From an optimization exercise on the open Yosys and OpenROAD flow, aimed at small area; shortcuts taken in it are not production practice. In this exercise RTL edits were held to simulation tests only and were not proved equivalent to the original.

## v17
==> flow/design.v <==
module conv1 (
  input clock,
  input reset,
  input vld_in,
  input [5:0][15:0] in,
  output vld_out,
  output [63:0][15:0] out
);
  reg vld_r;
  always @(posedge clock) vld_r <= vld_in & ~reset;
  assign vld_out = vld_r;
  wire [15:0] i0 = in[0];
  wire [15:0] i1 = in[1];
  wire [15:0] i2 = in[2];
  wire [15:0] i3 = in[3];
  wire [15:0] i4 = in[4];
  wire [15:0] i5 = in[5];
  wire [15:0] a0 = i2 + i4;
  wire [15:0] a1 = i1 + ~i3 + 16'd1;
  wire [15:0] a2 = i0 + i3;
  wire [15:0] a3 = i4 + i5;
  wire [15:0] a4 = i0 + i2;
  wire [15:0] a5 = i0 + ~i5 + 16'd1;
  wire [15:0] a6 = i4 + ~i5 + 16'd1;
  wire [15:0] a7 = i2 + ~a6;
  wire [15:0] a8 = i2 + a6;
  wire [15:0] a9 = ~i3 + a5 + 16'd1;
  wire [15:0] a10 = i1 + a4;
  wire [15:0] a11 = i1 + a6;
  wire [15:0] a12 = i0 + a1;
  wire [15:0] a13 = i1 + ~a3 + 16'd1;
  wire [15:0] a14 = i1 + a2;
  wire [15:0] a15 = i1 + a5;
  wire [15:0] a16 = ~a7 + ~a15 + 16'd1;
  wire [15:0] a17 = i4 + a9;
  wire [15:0] a18 = ~i2 + a14 + 16'd1;
  wire [15:0] a19 = ~i5 + a10;
  wire [15:0] a20 = a1 + ~a5 + 16'd1;
  wire [15:0] a21 = a3 + a10;
  wire [15:0] a22 = ~a0 + ~a9 + 16'd2;
  wire [15:0] a23 = ~a8 + ~a14 + 16'd2;
  reg [15:0] r0;
  always @(posedge clock) r0 <= a7;
  reg [15:0] r1;
  always @(posedge clock) r1 <= a8;
  reg [15:0] r2;
  always @(posedge clock) r2 <= a0;
  reg [15:0] r3;
  always @(posedge clock) r3 <= a1;
  reg [15:0] r4;
  always @(posedge clock) r4 <= a2;
  reg [15:0] r5;
  always @(posedge clock) r5 <= a9;
  reg [15:0] r6;
  always @(posedge clock) r6 <= i3;
  reg [15:0] r7;
  always @(posedge clock) r7 <= a16;
  reg [15:0] r8;
  always @(posedge clock) r8 <= a10;
  reg [15:0] r9;
  always @(posedge clock) r9 <= a11;
  reg [15:0] r10;
  always @(posedge clock) r10 <= a12;
  reg [15:0] r11;
  always @(posedge clock) r11 <= i2;
  reg [15:0] r12;
  always @(posedge clock) r12 <= a13;
  reg [15:0] r13;
  always @(posedge clock) r13 <= a3;
  reg [15:0] r14;
  always @(posedge clock) r14 <= i1;
  reg [15:0] r15;
  always @(posedge clock) r15 <= a21;
  reg [15:0] r16;
  always @(posedge clock) r16 <= a14;
  reg [15:0] r17;
  always @(posedge clock) r17 <= a4;
  reg [15:0] r18;
  always @(posedge clock) r18 <= a17;
  reg [15:0] r19;
  always @(posedge clock) r19 <= a22;
  reg [15:0] r20;
  always @(posedge clock) r20 <= a5;
  reg [15:0] r21;
  always @(posedge clock) r21 <= a18;
  reg [15:0] r22;
  always @(posedge clock) r22 <= a23;
  reg [15:0] r23;
  always @(posedge clock) r23 <= a19;
  reg [15:0] r24;
  always @(posedge clock) r24 <= a15;
  reg [15:0] r25;
  always @(posedge clock) r25 <= a20;
  wire [15:0] b0 = r1 + ~r2 + 16'd1;
  wire [15:0] b1 = r3 + ~r12 + 16'd1;
  wire [15:0] b2 = ~r4 + r20 + 16'd1;
  wire [15:0] b3 = r7 + r16;
  wire [15:0] b4 = r0 + r6 + 16'd1;
  wire [15:0] b5 = r2 + ~r3 + 16'd1;
  wire [15:0] b6 = ~r11 + r12 + 16'd1;
  wire [15:0] b7 = r19 + r24;
  wire [15:0] b8 = r17 + ~r23;
  wire [15:0] b9 = r5 + ~r10 + 16'd1;
  wire [15:0] b10 = ~r15 + r17 + 16'd1;
  wire [15:0] b11 = ~r8 + ~r19 + 16'd2;
  wire [15:0] b12 = ~r16 + r20 + 16'd1;
  wire [15:0] b13 = r0 + r3 + 16'd1;
  wire [15:0] b14 = r2 + r3;
  wire [15:0] b15 = r0 + r14 + 16'd1;
  wire [15:0] b16 = r8 + ~r20 + 16'd1;
  wire [15:0] b17 = ~r0 + ~r9 + r18 + 16'd1;
  wire [15:0] b18 = ~r13 + ~r9 + r18 + 16'd2;
  wire [15:0] b19 = ~r14 + r18 + 16'd1;
  wire [15:0] b20 = r4 + ~r9 + 16'd1;
  wire [15:0] b21 = ~r13 + r25 + 16'd1;
  wire [15:0] b22 = r14 + r19;
  wire [15:0] b23 = ~r9 + r17 + 16'd1;
  wire [15:0] b24 = r3 + r19;
  wire [15:0] b25 = ~r12 + r17 + 16'd1;
  wire [15:0] b26 = ~r13 + ~r11 + r25 + 16'd2;
  wire [15:0] b27 = ~r2 + r5 + 16'd1;
  wire [15:0] b28 = r11 + ~r18 + 16'd1;
  wire [15:0] b29 = r2 + ~r4 + 16'd1;
  wire [15:0] b30 = r0 + ~r4 + 16'd2;
  wire [15:0] b31 = r5 + r11;
  wire [15:0] b32 = r11 + r20;
  wire [15:0] b33 = r8 + ~r12 + 16'd1;
  wire [15:0] b34 = r3 + r7;
  wire [15:0] b35 = ~r0 + ~r4 + 16'd1;
  wire [15:0] b36 = ~r1 + r10 + 16'd1;
  wire [15:0] b37 = ~r0 + r10;
  wire [15:0] b38 = r13 + ~r21 + 16'd1;
  wire [15:0] b39 = r13 + r21;
  wire [15:0] b40 = ~r2 + r23 + 16'd2;
  wire [15:0] b41 = r1 + ~r8 + 16'd1;
  wire [15:0] b42 = ~r0 + ~r10 + 16'd1;
  wire [15:0] b43 = r6 + ~r23;
  wire [15:0] b44 = ~r6 + r15 + 16'd1;
  wire [15:0] b45 = r8 + ~r13 + 16'd1;
  wire [15:0] b46 = ~r6 + ~r23 + 16'd1;
  wire [15:0] b47 = r6 + r15;
  assign out[0] = b44;
  assign out[1] = b32;
  assign out[2] = b23;
  assign out[3] = r18;
  assign out[4] = r7;
  assign out[5] = b41;
  assign out[6] = b6;
  assign out[7] = b2;
  assign out[8] = b9;
  assign out[9] = b15;
  assign out[10] = r19;
  assign out[11] = b18;
  assign out[12] = b22;
  assign out[13] = b25;
  assign out[14] = b17;
  assign out[15] = b34;
  assign out[16] = r1;
  assign out[17] = r14;
  assign out[18] = b38;
  assign out[19] = b33;
  assign out[20] = r25;
  assign out[21] = b0;
  assign out[22] = r15;
  assign out[23] = b29;
  assign out[24] = r5;
  assign out[25] = b19;
  assign out[26] = b8;
  assign out[27] = b40;
  assign out[28] = r24;
  assign out[29] = b26;
  assign out[30] = r20;
  assign out[31] = b39;
  assign out[32] = b10;
  assign out[33] = b20;
  assign out[34] = b35;
  assign out[35] = r21;
  assign out[36] = b28;
  assign out[37] = b43;
  assign out[38] = b30;
  assign out[39] = b31;
  assign out[40] = b24;
  assign out[41] = b7;
  assign out[42] = b12;
  assign out[43] = b13;
  assign out[44] = r21;
  assign out[45] = b16;
  assign out[46] = b42;
  assign out[47] = b37;
  assign out[48] = b36;
  assign out[49] = r22;
  assign out[50] = 16'd0;
  assign out[51] = b1;
  assign out[52] = b46;
  assign out[53] = b4;
  assign out[54] = b45;
  assign out[55] = b3;
  assign out[56] = b12;
  assign out[57] = b14;
  assign out[58] = b11;
  assign out[59] = b47;
  assign out[60] = b21;
  assign out[61] = b27;
  assign out[62] = b5;
  assign out[63] = r12;
endmodule
==> flow/config.mk <==
export PLATFORM = sky130hd
export DESIGN_NAME = conv1
export DESIGN_NICKNAME = conv1
export VERILOG_FILES = /design/flow/design.v
export SDC_FILE = /design/flow/constraint.sdc
export NUM_CORES = 8
export LEC_CHECK = 0
export CAP_MARGIN = 20
export CORE_MARGIN = 2
export CORE_UTILIZATION = 55
export CTS_CLUSTER_DIAMETER = 80
export CTS_CLUSTER_SIZE = 25
export GPL_TIMING_DRIVEN = 0
export SETUP_SLACK_MARGIN = 0.15
export SLEW_MARGIN = 20
==> flow/constraint.sdc <==
create_clock -name core_clock -period 6.0 [get_ports {clock}]
set_input_delay 1.2000 -clock core_clock [delete_from_list [all_inputs] [get_ports {clock}]]
set_output_delay 1.2000 -clock core_clock [all_outputs]
set_load 0.01 [all_outputs]
standard.sh (not shown) runs the stock make flow with config.mk's settings and CLKGATE_MAP_FILE= SYNTH_SCRIPT=/design/flow/synth_recipe.tcl, a recipe that flattens the netlist after the stock synthesis.
==> flow/flow/run.sh <==
#!/bin/bash
# Layout flow: standard synthesis (for the register list), then the hand-mapped
# adder netlist generated by flow/gen.py from flow/plan.json replaces the
# synthesized netlist; the rest is the standard ORFS flow, with port buffers
# of the smallest buffer cell.
set -eo pipefail
R=orfs/results/sky130hd/conv1/base
bash standard.sh synth > std_synth.log 2>&1
cp $R/1_2_yosys.v std_1_2_yosys.v
python3 flow/gen.py flow/plan.json std_1_2_yosys.v hand_netlist.v > gen.log 2>&1
cp hand_netlist.v $R/1_2_yosys.v
rm -f $R/1_synth.odb
bash standard.sh BUFFER_PORTS_ARGS="-buffer_cell sky130_fd_sc_hd__buf_1" PLACE_PINS_ARGS="-min_distance 1 -min_distance_in_tracks" POST_GLOBAL_PLACE_TCL=$PWD/flow/post_gpl.tcl CTS_BUF_DISTANCE=600 finish > std_finish.log 2>&1
Other scripts of this flow, unchanged in this note and not shown: flow/flow/gen.py, flow/flow/nlgen3.py, flow/flow/plan.json, flow/flow/post_gpl.tcl
Changes in v25 relative to v17:
- a change of CTS_CLUSTER_SIZE from 25 to 20
- a change of CTS_CLUSTER_DIAMETER from 80 to 70
diff --git a/flow/flow/run.sh b/flow/flow/run.sh
--- a/flow/flow/run.sh
+++ b/flow/flow/run.sh
@@ -12,2 +12,2 @@
 rm -f $R/1_synth.odb
-bash standard.sh BUFFER_PORTS_ARGS="-buffer_cell sky130_fd_sc_hd__buf_1" PLACE_PINS_ARGS="-min_distance 1 -min_distance_in_tracks" POST_GLOBAL_PLACE_TCL=$PWD/flow/post_gpl.tcl CTS_BUF_DISTANCE=600 finish > std_finish.log 2>&1
+bash standard.sh BUFFER_PORTS_ARGS="-buffer_cell sky130_fd_sc_hd__buf_1" PLACE_PINS_ARGS="-min_distance 1 -min_distance_in_tracks" POST_GLOBAL_PLACE_TCL=$PWD/flow/post_gpl.tcl finish > std_finish.log 2>&1
Findings:
In terms of met1 track demand over resource in global routing, v17 and v25 differ only marginally. Between v17 and v25, the difference in cell area is negligible.
## Diff of input files: v43 against v25
- SETUP_SLACK_MARGIN: 0.15 -> 0.25
- CTS_CLUSTER_SIZE: 20 -> unset
- CTS_CLUSTER_DIAMETER: 70 -> unset
--- outcome ---
- Going from v25 to v43, cell count now sits higher, layout clock buffer count now larger.
- On v43: synthesis-to-finish area growth is 4.0 points higher than what v25 gave.
- Comparing the two runs side by side, v43 comes out behind v25 on worst hold slack.
Edits applied to the flow inputs when going from v43 to v4:
- SETUP_SLACK_MARGIN changed from 0.25 to 0.12
- CTS_CLUSTER_SIZE newly set to 25
- CTS_CLUSTER_DIAMETER newly set to 80
[summary]
- [compare] base=v43 new=v4: cell area down 1800 µm²; actual transition at the worst max-transition pin down 10 ps; post-route setup TNS flat.
- Via count ended up about 1.4% lower on v4 than on v43.
- Endpoint of the most critical setup path = r7[15]: v4; endpoint of the most critical setup path = r22[14]: v43
- Summary of v4 over v43: count of clock-net buffers in the final layout fell 45%; final critical delay including setup and external delays rose 120 ps.
What v59 does differently from v4 at the input level:
- SETUP_SLACK_MARGIN: 0.12 -> 0.15
diff --git a/flow/flow/run.sh b/flow/flow/run.sh
--- a/flow/flow/run.sh
+++ b/flow/flow/run.sh
@@ -12,2 +12,2 @@
 rm -f $R/1_synth.odb
-bash standard.sh BUFFER_PORTS_ARGS="-buffer_cell sky130_fd_sc_hd__buf_1" PLACE_PINS_ARGS="-min_distance 1 -min_distance_in_tracks" POST_GLOBAL_PLACE_TCL=$PWD/flow/post_gpl.tcl finish > std_finish.log 2>&1
+bash standard.sh BUFFER_PORTS_ARGS="-buffer_cell sky130_fd_sc_hd__buf_1" PLACE_PINS_ARGS="-min_distance 1 -min_distance_in_tracks" POST_GLOBAL_PLACE_TCL=$PWD/flow/post_gpl.tcl CTS_ARGS="-sink_clustering_enable -repair_clock_nets -sink_clustering_size 25 -sink_clustering_max_diameter 80 -dont_use_dummy_load" finish > std_finish.log 2>&1
Findings:
Summary of v59 over v4: cell area shrank by about 0.7%, detailed-route via count ~0 delta, number of cells on the critical path higher, number of global-route vias before repair moved down.
Standard cell with the maximum stage delay on the critical path = sky130_fd_sc_hd__fa_2: v4; standard cell with the maximum stage delay on the critical path = sky130_fd_sc_hd__fa_1: v59
Setup slack after layout: v59 better than v4
[compare] base=v4 new=v59: hold slack went up 4.2 ps; layout overhead on the synthesized area decreased by 0.86 points relative to the old numbers.
What v51 does differently from v59 at the input level:
- CTS_CLUSTER_DIAMETER no longer set, was 80
- SETUP_SLACK_MARGIN now 0.05, was 0.15
- CORE_UTILIZATION now 50, was 55
- CTS_CLUSTER_SIZE no longer set, was 25
- GPL_TIMING_DRIVEN now 1, was 0
diff --git a/flow/flow/run.sh b/flow/flow/run.sh
--- a/flow/flow/run.sh
+++ b/flow/flow/run.sh
@@ -12,2 +12,2 @@
 rm -f $R/1_synth.odb
-bash standard.sh BUFFER_PORTS_ARGS="-buffer_cell sky130_fd_sc_hd__buf_1" PLACE_PINS_ARGS="-min_distance 1 -min_distance_in_tracks" POST_GLOBAL_PLACE_TCL=$PWD/flow/post_gpl.tcl CTS_ARGS="-sink_clustering_enable -repair_clock_nets -sink_clustering_size 25 -sink_clustering_max_diameter 80 -dont_use_dummy_load" finish > std_finish.log 2>&1
+bash standard.sh BUFFER_PORTS_ARGS="-buffer_cell sky130_fd_sc_hd__buf_1" PLACE_PINS_ARGS="-min_distance 1 -min_distance_in_tracks" POST_GLOBAL_PLACE_TCL=$PWD/flow/post_gpl.tcl finish > std_finish.log 2>&1
--- outcome ---
- v51 | stages: all done | timing, DRC, antenna: all pass
- v51 against v59: routed metal-1 wirelength has increased, met3 usage saw a decrease, worst hold slack went down 14 ps, overall routed net length higher, placed wire-length estimate shows an increase of 19000 µm.
- On total global routing track utilization, v51 and v59 are basically level.

[separate check: timing with driven ports]
Ports are ideal in the flow. The routed layouts listed here were re-timed in OpenROAD.
Step 1, drivers: a clkbuf_16 drives clock and a buf_2 each remaining input, both assumed.
Step 2, shift: input delay + t, output delay - t, t = (earliest + latest rising clock arrival at the registers) / 2. This alone moves slack from input paths to output paths.
a / b / c = no drivers / after step 1 / after step 2; a / b = the first two.
| run | t (ns) | setup WS [ns] | clock arrival spread, ns | worst data-port slew with drivers (ns) |
|---|---|---|---|---|
| v17 | 0.644 | 0.149 / 0.164 / -0.473 | 0.045 / 0.044 | 0.11 |
| v25 | 0.666 | 0.189 / 0.179 / -0.455 | 0.046 / 0.046 | 0.12 |
| v43 | 0.677 | 0.249 / 0.266 / -0.412 | 0.022 / 0.021 | 0.12 |
| v4 | 0.645 | 0.132 / 0.150 / -0.495 | 0.046 / 0.046 | 0.12 |
| v59 | 0.626 | 0.162 / 0.202 / -0.416 | 0.082 / 0.082 | 0.12 |
| v51 | 0.685 | 0.114 / 0.038 / -0.355 | 0.037 / 0.037 | 0.12 |
Met with ideal ports but missed after step 2: setup timing in every run listed. The setup slack of v43, which loses most, moves by +0.017 ns with the drivers and by -0.661 ns with both steps.
